Context: an optimization exercise on an open-source flow, tuned for small area and a short achievable clock period. The choices shown serve that exercise and are no tape-out recipe. Only simulation tests tie the RTL to the original design; equivalence was not proved.

== run 1 ==
## question_6
module question_6(
    input clk,
    input rst,
    input signed [15:0] x,
    output reg signed [15:0] y
);
    reg signed [15:0] s1, s2, s3;
    wire [15:0] y_n, s1_n, s2_n;
    wire n1;
    q6_nand2 g1 (.a(x[0]), .b(s1[0]), .y(n1));
    wire n2;
    q6_nand2 g2 (.a(x[1]), .b(s1[1]), .y(n2));
    wire n3;
    q6_nand2 g3 (.a(x[2]), .b(s1[2]), .y(n3));
    wire n4;
    q6_nand2 g4 (.a(x[3]), .b(s1[3]), .y(n4));
    wire n5;
    q6_nand2 g5 (.a(x[4]), .b(s1[4]), .y(n5));
    wire n6;
    q6_nand2 g6 (.a(x[5]), .b(s1[5]), .y(n6));
    wire n7;
    q6_nand2 g7 (.a(x[6]), .b(s1[6]), .y(n7));
    wire n8;
    q6_nand2 g8 (.a(x[7]), .b(s1[7]), .y(n8));
    wire n9;
    q6_nand2 g9 (.a(x[8]), .b(s1[8]), .y(n9));
    wire n10;
    q6_nand2 g10 (.a(x[9]), .b(s1[9]), .y(n10));
    wire n11;
    q6_nand2 g11 (.a(x[10]), .b(s1[10]), .y(n11));
    wire n12;
    q6_nand2 g12 (.a(x[11]), .b(s1[11]), .y(n12));
    wire n13;
    q6_nand2 g13 (.a(x[12]), .b(s1[12]), .y(n13));
    wire n14;
    q6_nand2 g14 (.a(x[13]), .b(s1[13]), .y(n14));
    wire n15;
    q6_nand2 g15 (.a(x[14]), .b(s1[14]), .y(n15));
    wire n16;
    q6_nor2 g16 (.a(x[0]), .b(s1[0]), .y(n16));
    wire n17;
    q6_nor2 g17 (.a(x[1]), .b(s1[1]), .y(n17));
    wire n18;
    q6_nor2 g18 (.a(x[2]), .b(s1[2]), .y(n18));
    wire n19;
    q6_nor2 g19 (.a(x[3]), .b(s1[3]), .y(n19));
    wire n20;
    q6_nor2 g20 (.a(x[4]), .b(s1[4]), .y(n20));
    wire n21;
    q6_nor2 g21 (.a(x[5]), .b(s1[5]), .y(n21));
    wire n22;
    q6_nor2 g22 (.a(x[6]), .b(s1[6]), .y(n22));
    wire n23;
    q6_nor2 g23 (.a(x[7]), .b(s1[7]), .y(n23));
    wire n24;
    q6_nor2 g24 (.a(x[8]), .b(s1[8]), .y(n24));
    wire n25;
    q6_nor2 g25 (.a(x[9]), .b(s1[9]), .y(n25));
    wire n26;
    q6_nor2 g26 (.a(x[10]), .b(s1[10]), .y(n26));
    wire n27;
    q6_nor2 g27 (.a(x[11]), .b(s1[11]), .y(n27));
    wire n28;
    q6_nor2 g28 (.a(x[12]), .b(s1[12]), .y(n28));
    wire n29;
    q6_nor2 g29 (.a(x[13]), .b(s1[13]), .y(n29));
    wire n30;
    q6_nor2 g30 (.a(x[14]), .b(s1[14]), .y(n30));
    wire n31;
    q6_nor2b g31 (.a(n16), .bn(n1), .y(n31));
    wire n32;
    q6_nor2b g32 (.a(n17), .bn(n2), .y(n32));
    wire n33;
    q6_nor2b g33 (.a(n18), .bn(n3), .y(n33));
    wire n34;
    q6_nor2b g34 (.a(n19), .bn(n4), .y(n34));
    wire n35;
    q6_nor2b g35 (.a(n20), .bn(n5), .y(n35));
  ...
Settings: LEC_CHECK=0, CAP_MARGIN=20, CORE_MARGIN=2, CORE_UTILIZATION=40, SETUP_SLACK_MARGIN=2.9, SLEW_MARGIN=20, TNS_END_PERCENT=100; clock period 5.0 ns.
standard.sh (not shown) runs the stock make flow with config.mk's settings and CLKGATE_MAP_FILE= SYNTH_SCRIPT=/design/flow/synth_recipe.tcl, a recipe that flattens the netlist after the stock synthesis.
==> flow/flow/run.sh <==
#!/bin/bash
set -euo pipefail
W=$(pwd)
R=$W/orfs/results/$FLOW_PLATFORM/question_6/base
LIB=$FLOW_HOME/platforms/$FLOW_PLATFORM/lib/sky130_fd_sc_hd__tt_025C_1v80.lib

bash standard.sh synth > $W/log_1_standard_synth.txt 2>&1
cp $R/1_2_yosys.v $W/standard_synth.v

WORK=$W LIB_FILE=$LIB yosys -c flow/synth_map.tcl > $W/log_2_own_synth_yosys.txt 2>&1

# the registers must be those of the standard synthesis: same names, same cells
regs() { grep -oE 'sky130_fd_sc_hd__df[a-z0-9_]+ +[^ ]+' "$1" | sed -E 's/_[0-9]+ / /' | sort; }
regs $W/standard_synth.v > $W/regs_standard.txt
regs $W/own_synth.v > $W/regs_own.txt
if ! cmp -s $W/regs_standard.txt $W/regs_own.txt; then
  echo "registers differ from the standard synthesis" >&2
  diff $W/regs_standard.txt $W/regs_own.txt >&2 || true
  exit 1
fi

cp $W/own_synth.v $R/1_2_yosys.v
rm -f $R/1_synth.odb $R/1_synth.sdc

export BUFFER_PORTS_ARGS="-buffer_cell sky130_fd_sc_hd__buf_2"
export CTS_ARGS="-sink_clustering_enable -repair_clock_nets -buf_list sky130_fd_sc_hd__clkbuf_2 -root_buf sky130_fd_sc_hd__clkbuf_4 -sink_clustering_buffer sky130_fd_sc_hd__clkbuf_2 -sink_clustering_size 16 -dont_use_dummy_load"
bash standard.sh finish > $W/log_3_standard_layout.txt 2>&1
Other scripts of this flow, unchanged in this note and not shown: flow/flow/q6_cells.v, flow/flow/synth_map.tcl
Input changes introduced in run 2 (baseline for comparison: run 1):
--- a/flow/config.mk
+++ b/flow/config.mk
@@ -9,5 +9,5 @@
 export CORE_MARGIN = 2
 export CORE_UTILIZATION = 40
-export SETUP_SLACK_MARGIN = 2.9
+export SETUP_SLACK_MARGIN = 2.8
 export SLEW_MARGIN = 20
 export TNS_END_PERCENT = 100
Notes after the runs:
- Maximum frequency: run 2 worse than run 1
- When the final numbers for run 1 and run 2 were put side by side, the part of the cycle the worst path needs turned out to be smaller in run 1.
- Sequential cell count came out exactly the same in run 1 and run 2.
The inputs of run 3 differ from those of run 2 as listed below.
--- a/flow/flow/run.sh
+++ b/flow/flow/run.sh
@@ -24,4 +24,4 @@
 
 export BUFFER_PORTS_ARGS="-buffer_cell sky130_fd_sc_hd__buf_2"
-export CTS_ARGS="-sink_clustering_enable -repair_clock_nets -buf_list sky130_fd_sc_hd__clkbuf_2 -root_buf sky130_fd_sc_hd__clkbuf_4 -sink_clustering_buffer sky130_fd_sc_hd__clkbuf_2 -sink_clustering_size 16 -dont_use_dummy_load"
+export CTS_ARGS="-sink_clustering_enable -repair_clock_nets -buf_list sky130_fd_sc_hd__clkbuf_4 -root_buf sky130_fd_sc_hd__clkbuf_8 -sink_clustering_size 16 -dont_use_dummy_load"
 bash standard.sh finish > $W/log_3_standard_layout.txt 2>&1
Notes after the runs:
Across run 3 and run 2, none had a timing, DRC or antenna violation.
The minimum period implied by the final worst setup slack of run 3 was inferior to that of run 2.
In the reports for run 3 and run 2, the smaller final design instance area without fill belongs to run 2.
Inputs modified between run 3 and run 4:
--- a/flow/flow/run.sh
+++ b/flow/flow/run.sh
@@ -24,4 +24,4 @@
 
 export BUFFER_PORTS_ARGS="-buffer_cell sky130_fd_sc_hd__buf_2"
-export CTS_ARGS="-sink_clustering_enable -repair_clock_nets -buf_list sky130_fd_sc_hd__clkbuf_4 -root_buf sky130_fd_sc_hd__clkbuf_8 -sink_clustering_size 16 -dont_use_dummy_load"
+export CTS_ARGS="-sink_clustering_enable -repair_clock_nets -buf_list sky130_fd_sc_hd__clkbuf_2 -root_buf sky130_fd_sc_hd__clkbuf_4 -sink_clustering_buffer sky130_fd_sc_hd__clkbuf_2 -sink_clustering_size 16 -dont_use_dummy_load"
 bash standard.sh finish > $W/log_3_standard_layout.txt 2>&1
--- a/flow/config.mk
+++ b/flow/config.mk
@@ -9,5 +9,5 @@
 export CORE_MARGIN = 2
 export CORE_UTILIZATION = 40
-export SETUP_SLACK_MARGIN = 2.8
+export SETUP_SLACK_MARGIN = 2.75
 export SLEW_MARGIN = 20
 export TNS_END_PERCENT = 100
Findings:
The flow did not stop early for run 4: all stages ran, and the layout cleared the timing, design-rule and antenna checks. Run 3 closes out successfully: all stages finished, all timing, DRC and antenna checks passed. Hold slack (higher): run 3. As far as multi-input combinational cell count goes, run 4 and run 3 are indistinguishable; the numbers are identical. Lower utilization goes to run 4 over run 3. Flip-flop and latch count: run 3 vs run 4 identical. Run 4 against run 3: worst setup margin saw an increase; total clock sinks essentially unchanged; total routed wirelength dropped about 1.5%. From run 3 to run 4, die extent in x did not move at all.

## separate check: timing with driven ports
In the flow no input, the clock included, has a driving cell. The finished layouts below were timed again as built, in two steps.
Step 1 sets driving cells, clkbuf_16 on the clock port and buf_2 on the other inputs (assumed; they add their load-dependent delay and slew).
Step 2 also shifts input and output timing later by t, the mid clock arrival at the registers, as if the neighbouring blocks saw the same clock.
Three values: no drivers, after step 1, after step 2; two values: the first two.
run | t, ns | setup slack, ns | worst hold slack (ns) | clock arrival spread, ns | worst register clock-pin slew, ns
run 1 | 0.457 | 2.938 / 2.908 / 2.526 | 0.397 / 0.397 / 0.397 | 0.020 / 0.020 | 0.11 / 0.11
run 2 | 0.423 | 2.884 / 2.850 / 2.500 | 0.399 / 0.399 / 0.399 | 0.023 / 0.023 | 0.11 / 0.11
run 3 | 0.364 | 2.817 / 2.829 / 2.465 | 0.391 / 0.391 / 0.391 | 0.012 / 0.012 | 0.07 / 0.07
run 4 | 0.420 | 2.834 / 2.836 / 2.420 | 0.375 / 0.375 / 0.375 | 0.032 / 0.031 | 0.12 / 0.12
After both steps setup and hold are still met in every run listed. The setup slack of run 4, which loses most, moves by +0.002 ns with the drivers and by -0.414 ns with both steps.
